From an optimization exercise on the open Yosys and OpenROAD flow, aimed at small area; shortcuts taken in it are not production practice. No functional check of the RTL was part of this run. No activity file was given, so power comes from the tool's default toggle rates.

==> design/flow/config.mk <==
export PLATFORM = sky130hd
export DESIGN_NAME = CPU
export DESIGN_NICKNAME = CPU
export VERILOG_FILES = /design/flow/design.v
export SDC_FILE = /design/flow/constraint.sdc
export NUM_CORES = 4
export LEC_CHECK = 0
export CAP_MARGIN = 20
export CORE_MARGIN = 2
export CORE_UTILIZATION = 40
export PLACE_DENSITY = 0.6
export SLEW_MARGIN = 20
==> design/flow/constraint.sdc <==
create_clock -name core_clock -period 9.0 [get_ports {clk}]
set_input_delay 1.8000 -clock core_clock [delete_from_list [all_inputs] [get_ports {clk}]]
set_output_delay 1.8000 -clock core_clock [all_outputs]
set_load 0.01 [all_outputs]
==> design/flow/design.v <==
`timescale 1ns / 1ps
module CPU(result,pc_value,r0_value,rf_we,instr,rst, clk);
input clk;
input rst;
input [15:0] instr;
output [15:0] result;
output [15:0] pc_value;
output [15:0] r0_value;
output rf_we;
wire [15:0] r0;
wire [15:0]out_ireg;
wire [3:0]out_idec_to_addrRdest;
wire [3:0]out_idec_to_addrRsrc;
wire [2:0]out_idec_to_alu_select;
wire [3:0]out_immHigh_idec;
wire out_wr_en_idec;
wire out_arith_mux_select0_idec;
wire out_arith_mux_select1_idec;
wire [15:0]out_arith_mux_to_alu_input;
wire [15:0] out_rfRsrc_to_arith_mux;
wire [15:0] out_imm_sign_extended_to_arith_mux;
wire [15:0] out_imm_zero_extended_to_arith_mux;
wire [15:0]out_rfRdest_to_alu;
wire [15:0] out_alu_to_mux;
wire C,V,N,Z;
wire [15:0] out_muxload;
wire select_mux_load;
wire select_mux_mov;
wire [15:0] out_left_shifted_to_muxload_in;
wire [15:0] out_ram_to_muxload_in;
wire ram_en;
wire [15:0]out_pc;
assign pc_value = out_pc;
assign r0_value = r0;
assign rf_we = out_wr_en_idec;
wire [2:0]select_mux_which_load;
wire [15:0] out_mov_mux;
wire [15:0] out_mux_to_rf;
assign result = out_mux_to_rf;
wire [15:0] out_shifter_to_select_mux_which_load;
wire [15:0] out_mux_to_shifter_in;
wire select_which_to_shift;
wire branch;
wire jump;
wire [15:0] bj_value;
wire select_br_or_jump;
wire [15:0] out_psr;
wire [15:0]input_psr;
assign input_psr[0] = C;
assign input_psr[1] = V;
assign input_psr[2] = N;
assign input_psr[3] = Z;
assign input_psr[15:4] = 12'b0;
inde dec(ram_en, select_br_or_jump, branch, jump, select_which_to_shift, select_mux_mov, select_mux_load,select_mux_which_load,out_immHigh_idec,out_idec_to_addrRdest, out_idec_to_addrRsrc, out_idec_to_alu_select, out_wr_en_idec,out_arith_mux_select1_idec, out_arith_mux_select0_idec, out_ireg, out_psr[3:0]);
reg16 inst_reg(rst, clk, instr, out_ireg);
reg16 psr(rst, clk, input_psr, out_psr);
multiplexer_4_1 arith_mux(out_arith_mux_to_alu_input, out_rfRsrc_to_arith_mux, out_imm_sign_extended_to_arith_mux, out_imm_zero_extended_to_arith_mux, 16'b0, out_arith_mux_select1_idec, out_arith_mux_select0_idec);
Sign_Ex_Test sign_extended(out_idec_to_addrRsrc, out_immHigh_idec, out_imm_sign_extended_to_arith_mux, out_left_shifted_to_muxload_in, out_imm_zero_extended_to_arith_mux);
ALU alu(out_alu_to_mux,C,V,N,Z,out_rfRdest_to_alu,out_arith_mux_to_alu_input,out_idec_to_alu_select);
reg_file	reg_file16(rst, clk, out_wr_en_idec, out_idec_to_addrRdest, out_idec_to_addrRsrc,out_idec_to_addrRdest, out_mux_to_rf,out_rfRdest_to_alu, out_rfRsrc_to_arith_mux, r0);
multiplexer_2_1 muxload(out_muxload, out_ram_to_muxload_in,out_left_shifted_to_muxload_in , select_mux_load);
multiplexer_8_1	which_to_load_wdat_mux(out_mux_to_rf, out_alu_to_mux, out_muxload, out_mov_mux, out_shifter_to_select_mux_which_load, out_pc, 16'b1111111111111111, 16'b1111111111111111, 16'b1111111111111111, select_mux_which_load);
multiplexer_2_1 mux_mov(out_mov_mux, out_rfRsrc_to_arith_mux,out_imm_zero_extended_to_arith_mux , select_mux_mov);
multiplexer_2_1 mux_which_shift(out_mux_to_shifter_in, out_rfRsrc_to_arith_mux,out_imm_sign_extended_to_arith_mux , select_which_to_shift);
shifter shift(out_shifter_to_select_mux_which_load, out_rfRdest_to_alu, out_mux_to_shifter_in);
PC pc(clk,rst, branch, jump,bj_value, out_pc);
multiplexer_2_1 mux_brach(bj_value, out_rfRsrc_to_arith_mux, out_imm_sign_extended_to_arith_mux , select_br_or_jump);
spblockram_data ram(clk, ram_en, out_idec_to_addrRsrc, out_rfRdest_to_alu, out_ram_to_muxload_in);
endmodule
module PC(clock,rst, branch, jump,bj_value, count);
	 input clock;
	 input branch;
	 input jump;
	 input rst;
	 input [15:0]bj_value;
	 reg [15:0] new_count;  
	 output [15:0] count;  
	assign count = new_count;
	 always @(posedge rst or posedge clock) begin
	 if(rst)
	 begin
	 new_count <= 0;
	 end
	 else if(branch)
	 begin
	 new_count <= new_count + bj_value;	 
	 end
	 else if(jump)
	 begin
	 new_count <= bj_value;
	 end
	 else
	 begin
	 new_count <= new_count + 16'd1;
	 end  
    end
	 endmodule
module inde(ram_en, select_br_or_jump, branch, jump, select_which_to_shift,select_mux_mov,select_mux_load,select_mux_which_load,immHigh, rdest, rsrc, alu_out, wr_en,arith_mux_select1, arith_mux_select0, instruction, out_psr);
input [15:0] instruction;
output reg [2:0] alu_out;
output reg arith_mux_select0;
output reg arith_mux_select1;
output reg wr_en;
output reg ram_en;
output reg select_mux_load;
output reg select_mux_mov;
output reg select_which_to_shift;
output reg select_br_or_jump;
input  [3:0]out_psr;
output [3:0] rdest;
output [3:0] rsrc;
output [3:0] immHigh;
output reg [2:0]select_mux_which_load;
output reg branch;
output reg jump;
wire [3:0] op;
wire [3:0] rdest;
wire [3:0] op_ex ;
wire [3:0] rsrc ;
wire [3:0] immLow ;
assign op     = instruction[15:12];
assign rdest  = instruction[11:8];
assign op_ex  = instruction[7:4];
assign rsrc   = instruction[3:0];
assign immLow = instruction[3:0];
assign immHigh = instruction[7:4];
always @(*)
begin
	branch<=1'b0;
	jump<=1'b0;
	wr_en<=1'b0;
	ram_en<=1'b0;
	select_mux_load<=1'b0;
	select_mux_mov<=1'b0;
	select_which_to_shift<=1'b0;
	select_br_or_jump<=1'b0;
	select_mux_which_load<=3'b000;
	arith_mux_select0<=1'b0;
	arith_mux_select1<=1'b0;
	alu_out<=3'b000;
	if(op == 4'b0000)
	begin
	branch<=1'b0;
	jump<=1'b0;
	if(op_ex == 4'b1101)
	begin
	wr_en <= 1;
	select_mux_which_load <= 3'b010;
	select_mux_mov<=0;	 
	end
	else if(op_ex == 4'b1011)
	begin
	wr_en <= 0;
	select_mux_which_load <= 3'b000;
	arith_mux_select0 <= 1'b0;				 
	arith_mux_select1 <= 1'b0;	
	alu_out <= 3'b100;	 
	end
	else
	begin
	wr_en <= 1;
	select_mux_which_load <= 3'b000;
	arith_mux_select0 <= 1'b0;				 
	arith_mux_select1 <= 1'b0;	
	case(op_ex)
				4'b0101:alu_out <= 3'b000;	 
				4'b1001:alu_out <= 3'b001;	 
				4'b0001:alu_out <= 3'b010;	 
				4'b0010:alu_out <= 3'b011;	 
				4'b0011:alu_out <= 3'b100;	 
	endcase
	end
	end
	else if(op == 4'b0100)
	begin
	if (op_ex==4'b0000)
	begin
	branch<=1'b0;
	jump<=1'b0;
	wr_en <= 1; 
	select_mux_which_load <= 3'b001;
	select_mux_load<=0;	 
	ram_en <= 0;
	end	
	else if(op_ex == 4'b0100)	 
	begin
	branch<=1'b0;
	jump<=1'b0;
	wr_en <= 0; 
	ram_en <= 1;
	end
	else if (op_ex==4'b1100)
	begin
	if(rdest == 4'b0000)	 
	begin
	if(out_psr[3] == 1'b1)
	begin
	branch<=1'b0;
	jump<=1'b1;
	select_br_or_jump <= 1'b0;
	end
	else
	begin
	branch<=1'b0;
	jump<=1'b0;
	end
	end
	else if(rdest == 4'b0001)	 
	begin
	if(out_psr[3] == 1'b1)
	begin
	branch<=1'b0;
	jump<=1'b0;
	end
	else
	begin		
	branch<=1'b0;
	jump<=1'b1;
	select_br_or_jump <= 1'b0;
	end
	end
	end
	else if(op_ex==4'b1000)
	begin
	select_mux_which_load <= 3'b100; 
	wr_en <= 1;
	select_br_or_jump <= 1'b0;	
	branch<=1'b0;
	jump<=1'b1;
	end
	end
	else if(op == 4'b1111)
	begin
	branch<=1'b0;
	jump<=1'b0;
	wr_en <= 1;
	select_mux_which_load <= 3'b001;
	select_mux_load<=1;  
	ram_en <= 0;
	end
	else if(op == 4'b1101)
	begin
	branch<=1'b0;
	jump<=1'b0;
	wr_en <= 1;
	select_mux_which_load <= 3'b010;
	select_mux_mov<=1;  
	end
	else if(op == 4'b1000)
	begin
	if (op_ex==4'b0100)
	begin
	branch<=1'b0;
	jump<=1'b0;
	wr_en <= 1; 
	select_mux_which_load <= 3'b011;
	select_which_to_shift <= 0;	 
	end	
	else if (op_ex==4'b0000)
	begin
	branch<=1'b0;
	jump<=1'b0;
	wr_en <= 1; 
	select_mux_which_load <= 3'b011;
	select_which_to_shift <= 1;	 
	end	
	else if (op_ex==4'b0001)
	begin
	branch<=1'b0;
	jump<=1'b0;
	wr_en <= 1; 
	select_mux_which_load <= 3'b011;
	select_which_to_shift <= 1;	 
	end	
	end
	else if(op == 4'b1100)	 
	begin 
	if(rdest == 4'b0000)	 
	begin
	if(out_psr[3] == 1'b1)
	begin
	wr_en<= 1'b0;
	select_br_or_jump <= 1'b1;
	branch<=1'b1;
	jump<=1'b0;
	end
	else
	begin
	branch<=1'b0;
	jump<=1'b0;
	end
	end
	else if(rdest == 4'b0001)	 
	begin
	if(out_psr[3] == 1'b1)
	begin
	branch<=1'b0;
	jump<=1'b0;
	end
	else
	begin		
	select_br_or_jump <= 1'b1;
	branch<=1'b1;
	jump<=1'b0;
	end
	end
	end
	else if(op == 4'b0101)
	begin
	branch<=1'b0;
	jump<=1'b0;
	select_mux_which_load <= 3'b000;
	wr_en <= 1;
	arith_mux_select0 <= 1'b1;					 
	arith_mux_select1 <= 1'b0;	
	alu_out <= 3'b000;	 
	end
	else if(op == 4'b1001)
	begin
	branch<=1'b0;
	jump<=1'b0;
	select_mux_which_load <= 3'b000;
	wr_en <= 1;
	arith_mux_select0 <= 1'b1;					 
	arith_mux_select1 <= 1'b0;	
	alu_out <= 3'b001;	 
	end
	else if(op == 4'b1011)
	begin
	branch<=1'b0;
	jump<=1'b0;
	select_mux_which_load <= 3'b000;
	wr_en <= 0;
	arith_mux_select0 <= 1'b1;					 
	arith_mux_select1 <= 1'b0;		
	alu_out <= 3'b100;	 
	end
	else if(op == 4'b0001)
	begin
	branch<=1'b0;
	jump<=1'b0;
	select_mux_which_load <= 3'b000;
	wr_en <= 1;
	arith_mux_select0 <= 1'b0;					 
	arith_mux_select1 <= 1'b1;					 
	alu_out <= 3'b010;	 
	end
	else if(op == 4'b0010)
	begin
	branch<=1'b0;
	jump<=1'b0;
	select_mux_which_load <= 3'b000;
	wr_en <= 1;
	arith_mux_select0 <= 1'b0;					 
	arith_mux_select1 <= 1'b1;	
	alu_out <= 3'b011;	 
	end
	else if(op == 4'b0011)
	begin
	branch<=1'b0;
	jump<=1'b0;
	select_mux_which_load <= 3'b000;
	wr_en <= 1;
	arith_mux_select0 <= 1'b0;					 
	arith_mux_select1 <= 1'b1;		
	alu_out <= 3'b100;	 
	end
end
endmodule
module shifter(shifted_result, shifting_value, amount_of_shift);
input [15:0]amount_of_shift;
input [15:0]shifting_value;
output reg [15:0]shifted_result;
wire [3:0]amount ;
assign amount = amount_of_shift[3:0];
always @ (amount_of_shift or shifting_value)
begin
if(amount_of_shift[4] == 0)
begin
shifted_result <= shifting_value << amount;
end
else
begin
shifted_result <= shifting_value >> amount;
end
end
endmodule
module Sign_Ex_Test(immLow, immHigh, imm_sign_extended,left_shifted_value,zero_extended_value);
   output [15:0] imm_sign_extended;  
	output [15:0] left_shifted_value;
	output [15:0] zero_extended_value;
   input [3:0] immLow ;
	input [3:0] immHigh;
	wire [7:0]a;
	assign a = {immHigh,immLow};
	assign imm_sign_extended ={{8{a[7]}}, a};
	assign left_shifted_value={a, 8'b00000000};
	assign zero_extended_value={8'b00000000, a};
endmodule
module ALU(Y,C,V,N,Z,A,B,Op);
    output [15:0] Y;
    output C;  
    output N;  
    output V;  
    output Z;  
    input [15:0] A;
    input [15:0] B;
    input [2:0] Op;
    wire  [15:0] 	 AS, And, Or, Xor, Not, Xnor;
    wire 	 s; 
    wire 	 Vas;
    wire 	 Cas;
   carry_select_adder_subtractor addsub(AS, Cas, Vas, A, B, Op[0]);       
   andop aluand(And, A, B);                                               
   orop aluor(Or, A, B);                                                  
   xorop aluxor(Xor, A, B);                                               
   notop alunot(Not, A);                                                  
   xnorop aluxnor(Xnor, A, B);                                            
multiplexer_8_1 muxy(Y, AS, AS, And, Or, Xor, Not, Xnor, 16'b0, Op);  
   nor(s, Op[1], Op[2]);    
   and(C, Cas, s);
   and(V, Vas, s);
   and(N, Y[15], s);        
   zero z(Z, Y);            
endmodule
module andop(Y, A, B);
   output [15:0] Y;   
   input [15:0]  A;   
   input [15:0]  B;   
   and(Y[0], A[0], B[0]);
   and(Y[1], A[1], B[1]);
   and(Y[2], A[2], B[2]);
   and(Y[3], A[3], B[3]);
   and(Y[4], A[4], B[4]);
   and(Y[5], A[5], B[5]);
   and(Y[6], A[6], B[6]);
   and(Y[7], A[7], B[7]);
   and(Y[8], A[8], B[8]);
   and(Y[9], A[9], B[9]);
   and(Y[10], A[10], B[10]);
   and(Y[11], A[11], B[11]);
   and(Y[12], A[12], B[12]);
   and(Y[13], A[13], B[13]);
   and(Y[14], A[14], B[14]);
   and(Y[15], A[15], B[15]);
endmodule
module orop(Y, A, B);
   output [15:0] Y;  
   input [15:0]  A;  
   input [15:0]  B;  
   or(Y[0], A[0], B[0]);
   or(Y[1], A[1], B[1]);
   or(Y[2], A[2], B[2]);
   or(Y[3], A[3], B[3]);
   or(Y[4], A[4], B[4]);
   or(Y[5], A[5], B[5]);
   or(Y[6], A[6], B[6]);
   or(Y[7], A[7], B[7]);
   or(Y[8], A[8], B[8]);
   or(Y[9], A[9], B[9]);
   or(Y[10], A[10], B[10]);
   or(Y[11], A[11], B[11]);
   or(Y[12], A[12], B[12]);
   or(Y[13], A[13], B[13]);
   or(Y[14], A[14], B[14]);
   or(Y[15], A[15], B[15]);
endmodule
module xorop(Y, A, B);
   output [15:0] Y;  
   input [15:0]  A;  
   input [15:0]  B;  
   xor(Y[0], A[0], B[0]);
   xor(Y[1], A[1], B[1]);
   xor(Y[2], A[2], B[2]);
   xor(Y[3], A[3], B[3]);
   xor(Y[4], A[4], B[4]);
   xor(Y[5], A[5], B[5]);
   xor(Y[6], A[6], B[6]);
   xor(Y[7], A[7], B[7]);
   xor(Y[8], A[8], B[8]);
   xor(Y[9], A[9], B[9]);
   xor(Y[10], A[10], B[10]);
   xor(Y[11], A[11], B[11]);
   xor(Y[12], A[12], B[12]);
   xor(Y[13], A[13], B[13]);
   xor(Y[14], A[14], B[14]);
   xor(Y[15], A[15], B[15]);
endmodule
module notop(Y, A);
   output [15:0] Y;  
   input [15:0]  A;  
   not(Y[0], A[0]);
   not(Y[1], A[1]);
   not(Y[2], A[2]);
   not(Y[3], A[3]);
   not(Y[4], A[4]);
   not(Y[5], A[5]);
   not(Y[6], A[6]);
   not(Y[7], A[7]);
   not(Y[8], A[8]);
   not(Y[9], A[9]);
   not(Y[10], A[10]);
   not(Y[11], A[11]);
   not(Y[12], A[12]);
   not(Y[13], A[13]);
   not(Y[14], A[14]);
   not(Y[15], A[15]);
endmodule
module xnorop(Y, A, B);
   output [15:0] Y;  
   input [15:0]  A;  
   input [15:0]  B;  
   xnor(Y[0], A[0], B[0]);
   xnor(Y[1], A[1], B[1]);
   xnor(Y[2], A[2], B[2]);
   xnor(Y[3], A[3], B[3]);
   xnor(Y[4], A[4], B[4]);
   xnor(Y[5], A[5], B[5]);
   xnor(Y[6], A[6], B[6]);
   xnor(Y[7], A[7], B[7]);
   xnor(Y[8], A[8], B[8]);
   xnor(Y[9], A[9], B[9]);
   xnor(Y[10], A[10], B[10]);
   xnor(Y[11], A[11], B[11]);
   xnor(Y[12], A[12], B[12]);
   xnor(Y[13], A[13], B[13]);
   xnor(Y[14], A[14], B[14]);
   xnor(Y[15], A[15], B[15]);
endmodule
module zero(Z, A);
   output Z;         
   input [15:0]  A;  
   wire [15:0] 	 Y;  
   xnor(Y[0], A[0], 1'b0);
   xnor(Y[1], A[1], 1'b0);
   xnor(Y[2], A[2], 1'b0);
   xnor(Y[3], A[3], 1'b0);
   xnor(Y[4], A[4], 1'b0);
   xnor(Y[5], A[5], 1'b0);
   xnor(Y[6], A[6], 1'b0);
   xnor(Y[7], A[7], 1'b0);
   xnor(Y[8], A[8], 1'b0);
   xnor(Y[9], A[9], 1'b0);
   xnor(Y[10], A[10], 1'b0);
   xnor(Y[11], A[11], 1'b0);
   xnor(Y[12], A[12], 1'b0);
   xnor(Y[13], A[13], 1'b0);
   xnor(Y[14], A[14], 1'b0);
   xnor(Y[15], A[15], 1'b0);
   and(Z, Y[0], Y[1], Y[2], Y[3], Y[4],
       Y[5], Y[6], Y[7], Y[8],
       Y[9], Y[10], Y[11], Y[12],
       Y[13], Y[14], Y[15]);
endmodule
module carry_select_adder_subtractor(S, C, V, A, B, Op);
   output [15:0] S;    
   output 	 C;    
   output 	 V;    
   input [15:0]  A;    
   input [15:0]  B;    
   input 	 Op;   
   wire 	 C15;  
   wire [15:0] 	 Bx;
   xor(Bx[0], B[0], Op);
   xor(Bx[1], B[1], Op);
   xor(Bx[2], B[2], Op);
   xor(Bx[3], B[3], Op);
   xor(Bx[4], B[4], Op);
   xor(Bx[5], B[5], Op);
   xor(Bx[6], B[6], Op);
   xor(Bx[7], B[7], Op);
   xor(Bx[8], B[8], Op);
   xor(Bx[9], B[9], Op);
   xor(Bx[10], B[10], Op);
   xor(Bx[11], B[11], Op);
   xor(Bx[12], B[12], Op);
   xor(Bx[13], B[13], Op);
   xor(Bx[14], B[14], Op);
   xor(Bx[15], B[15], Op);
   xor(C, C15, Op);             
   carry_select_adder csa(S, C15, V, A, Bx, Op);   
endmodule
module carry_select_adder(S, C, V, A, B, Cin);
   output [15:0] S;    
   output 	 C;    
   output 	 V;    
   input [15:0]  A;    
   input [15:0]  B;    
   input 	 Cin;  
   wire [3:0] 	S1_0;    
   wire [3:0] 	S1_1;    
   wire [3:0] 	S2_0;    
   wire [3:0] 	S2_1;    
   wire [3:0] 	S3_0;    
   wire [3:0] 	S3_1;    
   wire 	C1_0;    
   wire 	C1_1;    
   wire 	C2_0;    
   wire 	C2_1;    
   wire 	C3_0;    
   wire 	C3_1;    
   wire 	C0;      
   wire 	C1;      
   wire 	C2;      
   wire         V0;      
   wire 	V1_0;    
   wire 	V1_1;    
   wire 	V2_0;    
   wire 	V2_1;    
   wire 	V3_0;    
   wire 	V3_1;    
   ripple_carry_adder rc_nibble_0(S[3:0], C0, V0, A[3:0], B[3:0], Cin);               
   ripple_carry_adder rc_nibble_1_carry_0(S1_0, C1_0, V1_0, A[7:4], B[7:4], 1'b0);       
   ripple_carry_adder rc_nibble_1_carry_1(S1_1, C1_1, V1_1, A[7:4], B[7:4], 1'b1);       
   ripple_carry_adder rc_nibble_2_carry_0(S2_0, C2_0, V2_0, A[11:8], B[11:8], 1'b0);     
   ripple_carry_adder rc_nibble_2_carry_1(S2_1, C2_1, V2_1, A[11:8], B[11:8], 1'b1);     
   ripple_carry_adder rc_nibble_3_carry_0(S3_0, C3_0, V3_0, A[15:12], B[15:12], 1'b0);   
   ripple_carry_adder rc_nibble_3_carry_1(S3_1, C3_1, V3_1, A[15:12], B[15:12], 1'b1);   
   multiplexer_2_1 #(1) muxc1(C1, C1_0, C1_1, C0);  
   multiplexer_2_1 #(1) muxc2(C2, C2_0, C2_1, C1);  
   multiplexer_2_1 #(1) muxc(C, C3_0, C3_1, C2);    
   multiplexer_2_1 #(1) muxv(V, V3_0, V3_1, C2);    
   multiplexer_2_1 #(4) muxs1(S[7:4], S1_0, S1_1, C0);     
   multiplexer_2_1 #(4) muxs2(S[11:8], S2_0, S2_1, C1);    
   multiplexer_2_1 #(4) muxs3(S[15:12], S3_0, S3_1, C2);   
endmodule
module ripple_carry_adder(S, C, V, A, B, Cin);
   output [3:0] S;    
   output 	C;    
   output       V;    
   input [3:0] 	A;    
   input [3:0] 	B;    
   input 	Cin;  
   wire 	C0;  
   wire 	C1;  
   wire 	C2;  
   full_adder fa0(S[0], C0, A[0], B[0], Cin);     
   full_adder fa1(S[1], C1, A[1], B[1], C0);
   full_adder fa2(S[2], C2, A[2], B[2], C1);
   full_adder fa3(S[3], C, A[3], B[3], C2);     
   xor(V, C, C2);   
endmodule
module full_adder(S, Cout, A, B, Cin);
   output S;
   output Cout;
   input  A;
   input  B;
   input  Cin;
   wire   w1;
   wire   w2;
   wire   w3;
   wire   w4;
   xor(w1, A, B);
   xor(S, Cin, w1);
   and(w2, A, B);   
   and(w3, A, Cin);
   and(w4, B, Cin);   
   or(Cout, w2, w3, w4);
endmodule
module multiplexer_2_1(X, A0, A1,S);
   parameter WIDTH=16;      
   output [WIDTH-1:0] X;    
   input [WIDTH-1:0]  A1;   
   input [WIDTH-1:0]  A0;   
   input 	      S;   
   assign X = (S == 1'b0) ? A0 : A1;
endmodule
module multiplexer_4_1(X, A0, A1, A2, A3, S1, S0);
   parameter WIDTH=16;      
   output [WIDTH-1:0] X;    
   input [WIDTH-1:0]  A3;   
   input [WIDTH-1:0]  A2;   
   input [WIDTH-1:0]  A1;   
   input [WIDTH-1:0]  A0;   
   input 	      S0;   
   input 	      S1;   
   assign X = (S1 == 0 
	       ? (S0 == 0 
		  ? A0        
		  : A1)       
	       : (S0 == 0 
		  ? A2        
		  : A3));     
endmodule
module multiplexer_8_1(X, A0, A1, A2, A3, A4, A5, A6, A7, S);
   parameter WIDTH=16;      
   output [WIDTH-1:0] X;    
   input [WIDTH-1:0]  A7;   
   input [WIDTH-1:0]  A6;   
   input [WIDTH-1:0]  A5;   
   input [WIDTH-1:0]  A4;   
   input [WIDTH-1:0]  A3;   
   input [WIDTH-1:0]  A2;   
   input [WIDTH-1:0]  A1;   
   input [WIDTH-1:0]  A0;   
   input [2:0]	      S;   
   assign X = (S[2] == 0 
	       ? (S[1] == 0 
		  ? (S[0] == 0 
		     ? A0        
		     : A1)       
		  : (S[0] == 0 
		     ? A2        
		     : A3))      
	       : (S[1] == 0 
		  ? (S[0] == 0 
		     ? A4        
		     : A5)       
		  : (S[0] == 0 
		     ? A6        
		     : A7)));    
endmodule
module reg_file(rst, clk, wr_en, rd0_addr, rd1_addr,wr_addr, wr_data,rd0_data, rd1_data, r0);
			input rst;
            input clk;
            input wr_en;
            input [3:0] rd0_addr;
            input [3:0] rd1_addr;
            input [3:0] wr_addr;
            input [15:0] wr_data;
            output [15:0] rd0_data;
            output [15:0] rd1_data;
			output [15:0] r0;
    reg [15:0] mem [15:0];
    integer i;
	 assign rd0_data = mem[rd0_addr];
	assign rd1_data = mem[rd1_addr];
	assign r0 = mem[0];
    always @(posedge rst or posedge clk)
    begin
        if (rst) begin
            for (i=0; i<16; i=i+1)
                mem[i] <= 0;
        end
        else if (wr_en) begin
            mem[wr_addr] <= wr_data;
        end
    end
endmodule
module reg16 (reset, CLK, D, Q);
input reset;
input CLK;
input [15:0] D;
output [15:0] Q;
reg [15:0] Q;
always @(posedge reset or posedge CLK)
if (reset)
Q <= 0;
else
Q <= D;
endmodule
module spblockram_data (clk, we, a, di, dout);		 
input clk;
input we;
input [3:0] a;
input [15:0] di;
output [15:0] dout;
reg [15:0] RAM[15:0];
always @(posedge clk) begin
if (we == 1'b1)
RAM[a] <= di;
end
assign dout = RAM[a];
endmodule
==> design/flow/run.sh <==
#!/bin/bash
# synth_recipe.tcl (not shown) runs the flow's synth.tcl, then flattens the netlist and writes it again
# the make line also repeats each setting of config.mk as NAME=value (left out here)
make -C /OpenROAD-flow-scripts/flow DESIGN_CONFIG=/design/flow/config.mk WORK_HOME=/design/flow/orfs CLKGATE_MAP_FILE= SYNTH_SCRIPT=/design/flow/synth_recipe.tcl finish
==> impl_metrics.toml <==
[synthesis]
synth_simple_gate_area_share_pct = 14.8
muxShareOfSynthArea_pct = 9.62
ys_async_sr_fraction_pct = 53.0
ys_types = 117
syn_area_sq_um = 31700
synth_edf_count = 256
synth-xor-area-share_pct = 1.38
synth_top_family_by_area = "compound AO/OA/AOI/OAI gates"
synthAdderAreaFrac_pct = 2.70
ys_warn_count = 7
ys_seq_area_share_pct = 47.0
synth_seq_cells = 545
syn_area_per_cell_sq_um = 10.5
synth-compound-area-share_pct = 19.9
syn_inst = 3033
ys.flop_type = "dfrtp_1"
synth_fp_nets = 3117

[min_path]
min-delay-start = "reg_file16.mem[15][8]"
worstHoldPathCells = 2
min_path_type = "reg -> reg"
worstHoldEndpoint = "reg_file16.mem[15][8]"

[grt]
gr-max-usage-layer = "met2"
grt_antenna_before_repair = 5
grt_pass1_vias = 26000
gr-total-overflow = 0
use_met3_pct = 6.98
grt_max_degree = 166
met1_usage_pct = 48.1
grt_pass1_wl_um = 199000
grt_util_all_layers_pct = 33.9
grt_use_met2_pct = 50.6

[place]
portBuffers = 66
place_ws_ns = 0.540
place_congestion = 1.01
hpwl_um = 99900

[die]
core_sq_um = 78700
ioPinCount = 67
start_util_pct = 40.3
die_x_um = 286
dieHeight_um = 286
rows = 103
fp.dieArea_sq_um = 81600

[detailed_routing]
vias = 27500
remaining_drc_errors = 0
drt-total-wl_um = 141000
first_pass_iters = 8
via_per_inst = 6.52
drtIter0Drc = 3933
wire_per_inst_um = 33.4
antenna_left = 0

[power_and_ir_drop]
power_frac_comb_pct = 38.0
power.density_nw_per_um2 = 296
sw_frac_of_total_pct = 41.6
power_leakage_nw = 13.8
seqPwrFrac_pct = 38.6
p_sw_mw = 4.45
p_clk_share_pct = 23.4
peakVddDrop_v = 0.000184
power.total_mw = 10.7
p_int_mw = 6.26

[setup_path]
ff2ff_path_depth = 23
crit_path_start_kind = "flop"
criticalPathCategory = "reg -> out"
worstPathRequired_ns = 7.20
worstPathArrival_ns = 7.05
path_max_fanout = 18
end_kind = "output port"
timing.rr.start = "inst_reg.Q[2]"
rrSetupSlack_ns = 2.64
r2r_end = "reg_file16.mem[13][11]"

[sta]
grt_setup_unrepaired = "yes"
finalHoldViolCount = 0
fin_crit_sh_pct = 98.3
holdWs_ns = 0.512
finalSetupViolations = 0
setup_slack_ns = 0.155
finalClockSkew_ns = 0.0791
tightest_slew_ns = 1.22
finalCriticalPeriod_ns = 8.85
max_freq_ghz = 0.113
timing.slew.headroom_pct = 18.5
fin_tns_setup_ns = 0
final_max_slew_viol_count = 0

[cells_and_area]
finalNetCount = 3207
multi_input_area_sq_um = 15600
areaGrowthSynthToFinish_pct = 14.1
area.sequential_sq_um = 14900
layout-drive-gt1-share_pct = 17.2
mostFrequentLayoutCells = "nand2_1 (341), dfrtp_1 (281), o21ai_0 (257)"
layout_commonest_cell = "nand2_1"
nFillCells = 7317

[clock_tree]
cts_made_buffers = 60
cts_tree = "built"
cts_sinks = 545
path_clk_slew_ns = 0.07
cts.path.max_buffers = 3
htreeDepth = 2
cts-root-buf = "clkbuf_16"
clkLatencyLatePin_ns = 0.68

[run]
cap_violations = 0

[outcome]
status = "complete, no violations"
-- worst max-delay path by stage --
stage | cells past startpoint | from | slack (ns) | end
2_1_floorplan | 24 | inst_reg.Q[12] | 1.16 | result[15]
3_3_place_gp | 22 | inst_reg.Q[3] | 0.53 | result[11]
3_5_place_dp | 21 | inst_reg.Q[3] | 0.54 | result[15]
4_1_cts | 21 | inst_reg.Q[3] | 0.03 | result[15]
5_1_grt | 22 | inst_reg.Q[1] | -0.03 | result[9]
6_report | 22 | inst_reg.Q[2] | 0.15 | result[11]
-- timing repair --
| action | CTS | global route |
|---|---|---|
| pin swaps | 0 | 2 |
| setup endpoints to repair | 2 | 8 |
| gates resized for setup | 4 | 12 |
| hold buffers | 0 | 0 |
| setup buffers | 1 | 9 |
-- worst max-delay path, cell delays in order (launching register included) --
cell,delay (ns)
dfrtp_4,0.61
buf_4,0.27
and3b_1,0.42
a32oi_1,0.13
o22a_1,0.24
a31oi_2,0.20
mux2i_2,0.14
xnor2_1,0.22
fa_1,0.46
fa_1,0.43
fa_1,0.47
nor2_1,0.16
a21oi_2,0.08
a21oi_1,0.25
nand3_2,0.22
and4b_1,0.31
nor4_4,0.28
and3_1,0.21
nor3_1,0.05
buf_4,0.16
o31a_2,0.44
inv_1,0.09
clkdlybuf4s50_1,0.53
-- cell usage after synthesis (33+ instances only) --
cell type  instances  area (sq um)
buf_2             71           355
o21ai_0          258          1290
a21oi_1          172           861
edfxtp_1         256          7690
mux2_2            49           552
nand2b_1          34           213
mux4_2            82          1850
nand2_1          346          1300
inv_1             66           248
nor3_1            36           180
a22oi_1           45           338
nand3_1           76           380
o211ai_1          42           315
and3_1            33           206
ha_1              62           776
mux2i_1           59           591
nor2_1           237           890
dfrtp_1          289          7230
clkbuf_1          93           349
-- state kept, by name, summed over array words and instances, names as in the netlist --
name / count
inst_reg.Q: 16
pc.new_count: 16
psr.Q: 1
ram.RAM: 256
reg_file16.mem: 256
-- area by class of cell --
class	instances	area share [%]
flip-flops and latches	545	41.3
well taps	1050	3.63
multi-input cells	2195	43.0
inverters	73	0.767
clock inverters	28	0.947
clock buffers	82	4.63
repair buffers	248	5.79
diodes	2	0.0138
-- per-stage QoR --
| step | util, % | std cells | cell area, sq um |
|---|---|---|---|
| CTS | 45.8 | 4212 | 36000 |
| floorplan | - | 3033 | 31700 |
| finish | 46.0 | 4223 | 36200 |
| detailed placement | 43.2 | 4101 | 34000 |
| global placement | 43.1 | 4101 | 34000 |
| global route | 46.0 | 4221 | 36200 |
-- power by group through the flow --
| stage | Sequential (mW) | Combinational (mW) | Clock (mW) |
|---|---|---|---|
| floorplan | 3.69 | 2.49 | 0 |
| global placement | 4.14 | 3.90 | 0 |
| detailed placement | 4.13 | 3.96 | 0 |
| CTS | 4.09 | 3.98 | 2.54 |
| global route | 4.16 | 4.39 | 2.65 |
| finish | 4.14 | 4.07 | 2.51 |
-- kinds of logic (layout without fill, tap and decap cells) --
logic type | count (synthesis) | in the layout
AOI/OAI and AO/OA | 923 | 923
adders and majority gates | 66 | 66
buffers and inverters | 293 | 431
xor gates and xnor gates | 48 | 48
DFF | 545 | 545
muxes | 195 | 195
other | 0 | 2
and+or+nand+nor | 963 | 963
-- layer usage --
layer	wire length [um]	vias up	share of wire (%)
met2	60900	1590	43
li1	-	11600	-
met4	6540	0	4.6
met3	13800	325	9.8
met1	59800	14000	42
met5	0	-	0

-- static timing again, ports no longer ideal --
The results above use ideal ports. As a check the final layout listed here was re-extracted and re-timed, cells and wires unchanged. Step 1 (the two cells are an assumption about what drives the block):
set clk [get_ports {clk}]
set_driving_cell -lib_cell sky130_fd_sc_hd__clkbuf_16 $clk
set_driving_cell -lib_cell sky130_fd_sc_hd__buf_2 [delete_from_list [all_inputs] $clk]
Step 2 adds t to the input delays and takes it off the output delays; t is the mean of the earliest and latest rising clock arrival at the registers after step 1. Input paths then give back, and output paths get back, about the clock's delay inside the block. a / b / c = no drivers / after step 1 / after step 2; a / b = the first two.
t (ns): 0.710
setup slack, ns: 0.155 / 0.083 / 0.792
pins driven straight from the clock port: 1
After both steps setup and hold are still met in this run. For this run, drivers alone change the setup slack by -0.072 ns; drivers and shift together by +0.637 ns.
